This design comes from an exercise in tuning for small area, a short achievable clock period and few clock cycles per item on the open sky130 flow, not from production work.
Where RTL was checked, it was by simulation tests only, not by an equivalence proof against the original.
Power figures rest on the tool's default switching activity, not on a simulated workload.

==> inputs of run a <==
==> flow/design.v (excerpt) <==
module simon2share(clk, data_ina, data_inb, data_rdy, cipher_out, Done, Trig);
input clk;
input data_ina, data_inb;
input [1:0] data_rdy;
output [127:0] cipher_out;
output reg Done, Trig;
reg [1:0] rdy_r;       
reg ina_r, inb_r;      
reg [7:0] counter;     
reg [6:0] ptcnt;       
always @(posedge clk) begin
	rdy_r <= data_rdy;
	ina_r <= data_ina;
	inb_r <= data_inb;
end
wire idle  = (rdy_r == 2'd0);
wire ld_pt = (rdy_r == 2'd1);
wire ld_k  = (rdy_r == 2'd2);
wire run   = (rdy_r == 2'd3);
wire [7:0] counter_next = idle ? 8'd0 : (run ? counter + 8'd1 : counter);
wire [6:0] ptcnt_next   = ld_k ? 7'd0 : (ld_pt ? ptcnt + 7'd1 : ptcnt);
always @(posedge clk) begin
	counter <= counter_next;
	ptcnt   <= ptcnt_next;
end
wire n_pt  = (data_rdy == 2'd1);
wire n_k   = (data_rdy == 2'd2);
wire n_run = (data_rdy == 2'd3);
wire n_ph  = counter_next[0];
wire n_A   = n_run && !n_ph;                        
wire n_B   = n_run && n_ph;                         
wire n_H   = !(n_run || n_pt);                      
wire n_yl  = n_pt && (ptcnt_next[6] == 1'b0 || ptcnt_next[5:0] == 6'd0);   
wire n_YE  = n_A || n_yl;                           
wire n_KE  = n_k || n_B;                            
reg sA_a, sB_a, sS_a, sH_a;        
reg sA_bn, sB_bn, sS_bn, sH_bn;    
reg yE, yH;                        
reg kS, kU, kH;                    
always @(posedge clk) begin
	sA_a <= n_A;   sB_a <= n_B;   sS_a <= n_pt;  sH_a <= n_H;
	yE <= n_YE;    yH <= !n_YE;
	kS <= n_k;     kU <= n_B;     kH <= !n_KE;
  ...
==> module simon2share, before the edit <==
module simon2share(clk, data_ina, data_inb, data_rdy, cipher_out, Done, Trig);
input clk;
input data_ina, data_inb;
input [1:0] data_rdy;
output [127:0] cipher_out;
output reg Done, Trig;
reg [1:0] rdy_r;       
reg ina_r, inb_r;      
reg [7:0] counter;     
reg [6:0] ptcnt;       
always @(posedge clk) begin
	rdy_r <= data_rdy;
	ina_r <= data_ina;
	inb_r <= data_inb;
end
wire idle  = (rdy_r == 2'd0);
wire ld_pt = (rdy_r == 2'd1);
wire ld_k  = (rdy_r == 2'd2);
wire run   = (rdy_r == 2'd3);
wire [7:0] counter_next = idle ? 8'd0 : (run ? counter + 8'd1 : counter);
wire [6:0] ptcnt_next   = ld_k ? 7'd0 : (ld_pt ? ptcnt + 7'd1 : ptcnt);
always @(posedge clk) begin
	counter <= counter_next;
	ptcnt   <= ptcnt_next;
end
wire n_pt  = (data_rdy == 2'd1);
wire n_k   = (data_rdy == 2'd2);
wire n_run = (data_rdy == 2'd3);
wire n_ph  = counter_next[0];
wire n_A   = n_run && !n_ph;                        
wire n_B   = n_run && n_ph;                         
wire n_H   = !(n_run || n_pt);                      
wire n_yl  = n_pt && (ptcnt_next[6] == 1'b0 || ptcnt_next[5:0] == 6'd0);   
wire n_YE  = n_A || n_yl;                           
wire n_KE  = n_k || n_B;                            
reg sA_a, sB_a, sS_a, sH_a;        
reg sA_bn, sB_bn, sS_bn, sH_bn;    
reg yE, yH;                        
reg kS, kU, kH;                    
always @(posedge clk) begin
	sA_a <= n_A;   sB_a <= n_B;   sS_a <= n_pt;  sH_a <= n_H;
	yE <= n_YE;    yH <= !n_YE;
	kS <= n_k;     kU <= n_B;     kH <= !n_KE;
	sA_bn <= !n_A;  sB_bn <= !n_B;  sS_bn <= !n_pt; sH_bn <= !n_H;
end
wire [0:127] Z = {68'b10101111011100000011010010011000101000010001111110010110110011101011, 60'd0};
reg zr;
always @(posedge clk)
	zr <= Z[counter[7:1]];
always @(posedge clk) begin
	Trig <= (counter_next == 8'd1);
	Done <= n_run && run && (counter == 8'd135);
end
reg [7:0] oe_n;
always @(posedge clk) begin
	oe_n[0] <= !(n_run && run && (counter == 8'd135));
	oe_n[1] <= !(n_run && run && (counter[0:0] == 1'd1) && (counter[7:1] == 7'd67));
	oe_n[2] <= !(n_run && run && (counter[1:0] == 2'd3) && (counter[7:2] == 6'd33));
	oe_n[3] <= !(n_run && run && (counter[2:0] == 3'd7) && (counter[7:3] == 5'd16));
	oe_n[4] <= !(n_run && run && (counter[3:0] == 4'd7) && (counter[7:4] == 4'd8));
	oe_n[5] <= !(n_run && run && (counter[4:0] == 5'd7) && (counter[7:5] == 3'd4));
	oe_n[6] <= !(n_run && run && (counter[5:0] == 6'd7) && (counter[7:6] == 2'd2));
	oe_n[7] <= !(n_run && run && (counter[6:0] == 7'd7) && (counter[7:7] == 1'd1));
end
reg [63:0] Xa, Ya, Xb, Yb;
wire [63:0] Xa1 = {Xa[62:0], Xa[63]};
wire [63:0] Xa2 = {Xa[61:0], Xa[63:62]};
wire [63:0] Xa8 = {Xa[55:0], Xa[63:56]};
wire [63:0] Xb1 = {Xb[62:0], Xb[63]};
wire [63:0] Xb2 = {Xb[61:0], Xb[63:62]};
wire [63:0] Xb8 = {Xb[55:0], Xb[63:56]};
wire [63:0] Ya1 = {Ya[62:0], Ya[63]};
wire [63:0] Ya8 = {Ya[55:0], Ya[63:56]};
wire [63:0] Yb1 = {Yb[62:0], Yb[63]};
wire [63:0] Yb8 = {Yb[55:0], Yb[63:56]};
reg [63:0] KXa, KXb, KYa, KYb;
wire [63:0] sa1 = Ya ^ Xa2 ^ (Xa1 & Xa8);
wire [63:0] sb1 = Yb ^ Xb2 ^ (Xb1 & Xb8);
wire [63:0] sa2 = Xa ^ KYa ^ (Ya1 & Yb8);
wire [63:0] sb2 = Xb ^ KYb ^ (Yb1 & Ya8);
always @(posedge clk) begin
	Xa <= ({64{sA_a}} & sa1) | ({64{sB_a}} & sa2) | ({64{sS_a}} & {ina_r, Xa[63:1]}) | ({64{sH_a}} & Xa);
	Xb <= ({64{!sA_bn}} & sb1) | ({64{!sB_bn}} & sb2) | ({64{!sS_bn}} & {inb_r, Xb[63:1]}) | ({64{!sH_bn}} & Xb);
	Ya <= ({64{yE}} & Xa) | ({64{yH}} & Ya);
	Yb <= ({64{yE}} & Xb) | ({64{yH}} & Yb);
end
wire [63:0] c = 64'hfffffffffffffffc;
wire [63:0] kxa_upd = c ^ {63'd0, zr} ^ KYa ^ {KXa[2:0], KXa[63:3]} ^ {KXa[3:0], KXa[63:4]};
wire [63:0] kxb_upd = KYb ^ {KXb[2:0], KXb[63:3]} ^ {KXb[3:0], KXb[63:4]};
always @(posedge clk) begin
	KXa <= ({64{kS}} & {ina_r, KXa[63:1]})   | ({64{kU}} & kxa_upd) | ({64{kH}} & KXa);
	KYa <= ({64{kS}} & {KXa[0], KYa[63:1]})  | ({64{kU}} & KXa)     | ({64{kH}} & KYa);
	KXb <= ({64{kS}} & {inb_r, KXb[63:1]})   | ({64{kU}} & kxb_upd) | ({64{kH}} & KXb);
	KYb <= ({64{kS}} & {KXb[0], KYb[63:1]})  | ({64{kU}} & KXb)     | ({64{kH}} & KYb);
end
wire [127:0] xy_a = {Xa, Ya};
wire [127:0] xy_b = {Xb, Yb};
wire [127:0] gate_n = {{16{oe_n[7]}}, {16{oe_n[6]}}, {16{oe_n[5]}}, {16{oe_n[4]}},
                       {16{oe_n[3]}}, {16{oe_n[2]}}, {16{oe_n[1]}}, {16{oe_n[0]}}};
assign cipher_out = ~gate_n & (xy_a ^ xy_b);
endmodule
clock: 4.2 ns
lec_check: 0
cap_margin: 20
core_margin: 2
core_utilization: 65
cts_cluster_diameter: 80
cts_cluster_size: 24
place_density: 0.72
setup_slack_margin: 2.0
slew_margin: 20
standard.sh (not shown) runs the stock make flow with config.mk's settings and CLKGATE_MAP_FILE= SYNTH_SCRIPT=/design/flow/synth_recipe.tcl, a recipe that flattens the netlist after the stock synthesis.
==> flow/flow/run.sh <==
#!/bin/bash
# Standard ORFS layout (the standard.sh, standard synthesis unchanged) with two changes:
#  - port buffers are plain buf_2 cells instead of the delay cells buffer_ports picks by default;
#  - timing repair after CTS may change a cell's footprint (so it can resize those buffers).
# The make output goes to standard.log; each ORFS step keeps its own log under orfs/logs.
set -uo pipefail
bash standard.sh \
  MATCH_CELL_FOOTPRINT=0 \
  "BUFFER_PORTS_ARGS=-buffer_cell sky130_fd_sc_hd__buf_2" \
  finish > standard.log 2>&1
==> run b: changes against run a <==
==> flow/design.v (replaced) <==
`timescale 1ns / 1ps
module simon2share(clk, data_ina, data_inb, data_rdy, cipher_out, Done, Trig);
input clk;
input data_ina, data_inb;
input [1:0] data_rdy;
output [127:0] cipher_out;
output reg Done, Trig;
reg [7:0] counter;     
reg [6:0] ptcnt;       
wire idle  = (data_rdy == 2'd0);
wire ld_pt = (data_rdy == 2'd1);
wire ld_k  = (data_rdy == 2'd2);
wire run   = (data_rdy == 2'd3);
wire ph    = counter[0];
always @(posedge clk) begin
	if (idle)
		counter <= 8'd0;
	else if (run)
		counter <= counter + 8'd1;
end
always @(posedge clk) begin
	if (ld_k)
		ptcnt <= 7'd0;
	else if (ld_pt)
		ptcnt <= ptcnt + 7'd1;
end
always @(posedge clk) begin
	Trig <= (counter == 8'd1);
	Done <= run && (counter == 8'd135);
end
reg [7:0] oe;
always @(posedge clk) begin
	oe[0] <= run && (counter == 8'd135);
	oe[1] <= run && (counter[0:0] == 1'd1) && (counter[7:1] == 7'd67);
	oe[2] <= run && (counter[1:0] == 2'd3) && (counter[7:2] == 6'd33);
	oe[3] <= run && (counter[2:0] == 3'd7) && (counter[7:3] == 5'd16);
	oe[4] <= run && (counter[3:0] == 4'd7) && (counter[7:4] == 4'd8);
	oe[5] <= run && (counter[4:0] == 5'd7) && (counter[7:5] == 3'd4);
	oe[6] <= run && (counter[5:0] == 6'd7) && (counter[7:6] == 2'd2);
	oe[7] <= run && (counter[6:0] == 7'd7) && (counter[7:7] == 1'd1);
end
reg [63:0] Xa, Ya, Xb, Yb;
wire [63:0] Xa1 = {Xa[62:0], Xa[63]};
wire [63:0] Xa2 = {Xa[61:0], Xa[63:62]};
wire [63:0] Xa8 = {Xa[55:0], Xa[63:56]};
wire [63:0] Xb1 = {Xb[62:0], Xb[63]};
wire [63:0] Xb2 = {Xb[61:0], Xb[63:62]};
wire [63:0] Xb8 = {Xb[55:0], Xb[63:56]};
wire [63:0] Ya1 = {Ya[62:0], Ya[63]};
wire [63:0] Ya8 = {Ya[55:0], Ya[63:56]};
wire [63:0] Yb1 = {Yb[62:0], Yb[63]};
wire [63:0] Yb8 = {Yb[55:0], Yb[63:56]};
wire [63:0] KYa, KYb;
wire [63:0] sa1 = Ya ^ Xa2 ^ (Xa1 & Xa8);
wire [63:0] sb1 = Yb ^ Xb2 ^ (Xb1 & Xb8);
wire [63:0] sa2 = Xa ^ KYa ^ (Ya1 & Yb8);
wire [63:0] sb2 = Xb ^ KYb ^ (Yb1 & Ya8);
wire y_load = ld_pt && (ptcnt[6] == 1'b0 || ptcnt[5:0] == 6'd0);
always @(posedge clk) begin
	if (run) begin
		if (ph == 1'b0) begin
			Xa <= sa1;
			Xb <= sb1;
		end
		else begin
			Xa <= sa2;
			Xb <= sb2;
		end
	end
	else if (ld_pt) begin
		Xa <= {data_ina, Xa[63:1]};
		Xb <= {data_inb, Xb[63:1]};
	end
	if ((run && ph == 1'b0) || y_load) begin
		Ya <= Xa;
		Yb <= Xb;
	end
end
reg [63:0] KXa, KXb;
reg [63:0] KYa_r, KYb_r;
assign KYa = KYa_r;
assign KYb = KYb_r;
wire [0:127] Z = {68'b10101111011100000011010010011000101000010001111110010110110011101011, 60'd0};
wire [63:0] c = 64'hfffffffffffffffc;
always @(posedge clk) begin
	if (ld_k) begin
		{KXa, KYa_r} <= {data_ina, KXa, KYa_r[63:1]};
		{KXb, KYb_r} <= {data_inb, KXb, KYb_r[63:1]};
	end
	else if (run && ph == 1'b1) begin
		KXa <= c ^ Z[counter[7:1]] ^ KYa_r ^ {KXa[2:0], KXa[63:3]} ^ {KXa[3:0], KXa[63:4]};
		KYa_r <= KXa;
		KXb <= KYb_r ^ {KXb[2:0], KXb[63:3]} ^ {KXb[3:0], KXb[63:4]};
		KYb_r <= KXb;
	end
end
wire [127:0] xy_a = {Xa, Ya};
wire [127:0] xy_b = {Xb, Yb};
wire [127:0] gate = {{16{oe[7]}}, {16{oe[6]}}, {16{oe[5]}}, {16{oe[4]}},
                     {16{oe[3]}}, {16{oe[2]}}, {16{oe[1]}}, {16{oe[0]}}};
assign cipher_out = (xy_a & gate) ^ (xy_b & gate);
endmodule
==> flow/run.sh (new file) <==
#!/bin/bash
# synth_recipe.tcl (not shown) runs the flow's synth.tcl, then flattens the netlist and writes it again
# the make line also repeats each setting of config.mk as NAME=value (left out here)
make -C /OpenROAD-flow-scripts/flow DESIGN_CONFIG=/design/flow/config.mk WORK_HOME=/design/flow/orfs CLKGATE_MAP_FILE= SYNTH_SCRIPT=/design/flow/synth_recipe.tcl finish
--- a/flow/config.mk
+++ b/flow/config.mk
@@ -9,7 +9,4 @@
 export CORE_MARGIN = 2
-export CORE_UTILIZATION = 65
-export CTS_CLUSTER_DIAMETER = 80
-export CTS_CLUSTER_SIZE = 24
-export PLACE_DENSITY = 0.72
-export SETUP_SLACK_MARGIN = 2.0
+export CORE_UTILIZATION = 45
+export SETUP_SLACK_MARGIN = 1.9
 export SLEW_MARGIN = 20
removed: flow/flow/run.sh
removed: flow/standard.sh
==> qor summary <==
| metric | run a | run b |
|---|---|---|
| Outcome | timing/DRC/antenna clean | timing/DRC/antenna clean |
| Nets in the synthesized netlist | 3253 | 3371 |
| Final worst path period need | 2.36 ns | 2.50 ns |
| Clock buffers | 33 | 86 |
| Largest net degree at the start of global routing | 108 | 209 |
| Cell area power density | 928 mW/mm^2 | 541 mW/mm^2 |
| WL met2 | 45200 um | 45200 um |
| Synth top area share | 0.379 | 0.478 |
| Post-cts sizing count | 643 | 572 |
| Met1 track demand over resource | 0.517 | 0.369 |
| Clock buffer count from CTS | 31 | 66 |
| Power consumed by sequential cells | 12.1 mW | 8.42 mW |
| Amount of wire on met3 after detailed routing | 13000 um | 10500 um |
Testbench counts of run a, summed over its fixed seeds: cycles 202,240, encryptions 512.
The RTL of run b was laid out without a check of its function.

[what the ideal ports hide]
The results above use ideal ports. As a check the final layouts listed here were re-extracted and re-timed, cells and wires unchanged.
Step 1 sets driving cells, clkbuf_16 on the clock port and buf_2 on the other inputs (assumed; they add their load-dependent delay and slew).
Step 2 times the ports against the registers' clock, not the clock port: input delays grow and output delays shrink by t, the midpoint of the rising clock arrivals with the driver on.
a / b / c = ideal / step 1 / step 2; a / b = the first two.
run	t, ns	slack for setup (ns)	latest minus earliest clock arrival (ns)	worst register clock-pin slew, ns	worst data-port slew with drivers (ns)
run a	0.688	1.838 / 1.777 / 1.904	0.038 / 0.037	0.12 / 0.12	0.03
run b	0.667	1.699 / 1.635 / 1.366	0.025 / 0.025	0.06 / 0.06	0.04
After both steps every run listed still meets setup and hold. For run b, which loses most, drivers alone change the setup slack by -0.064 ns; drivers and shift together by -0.333 ns.
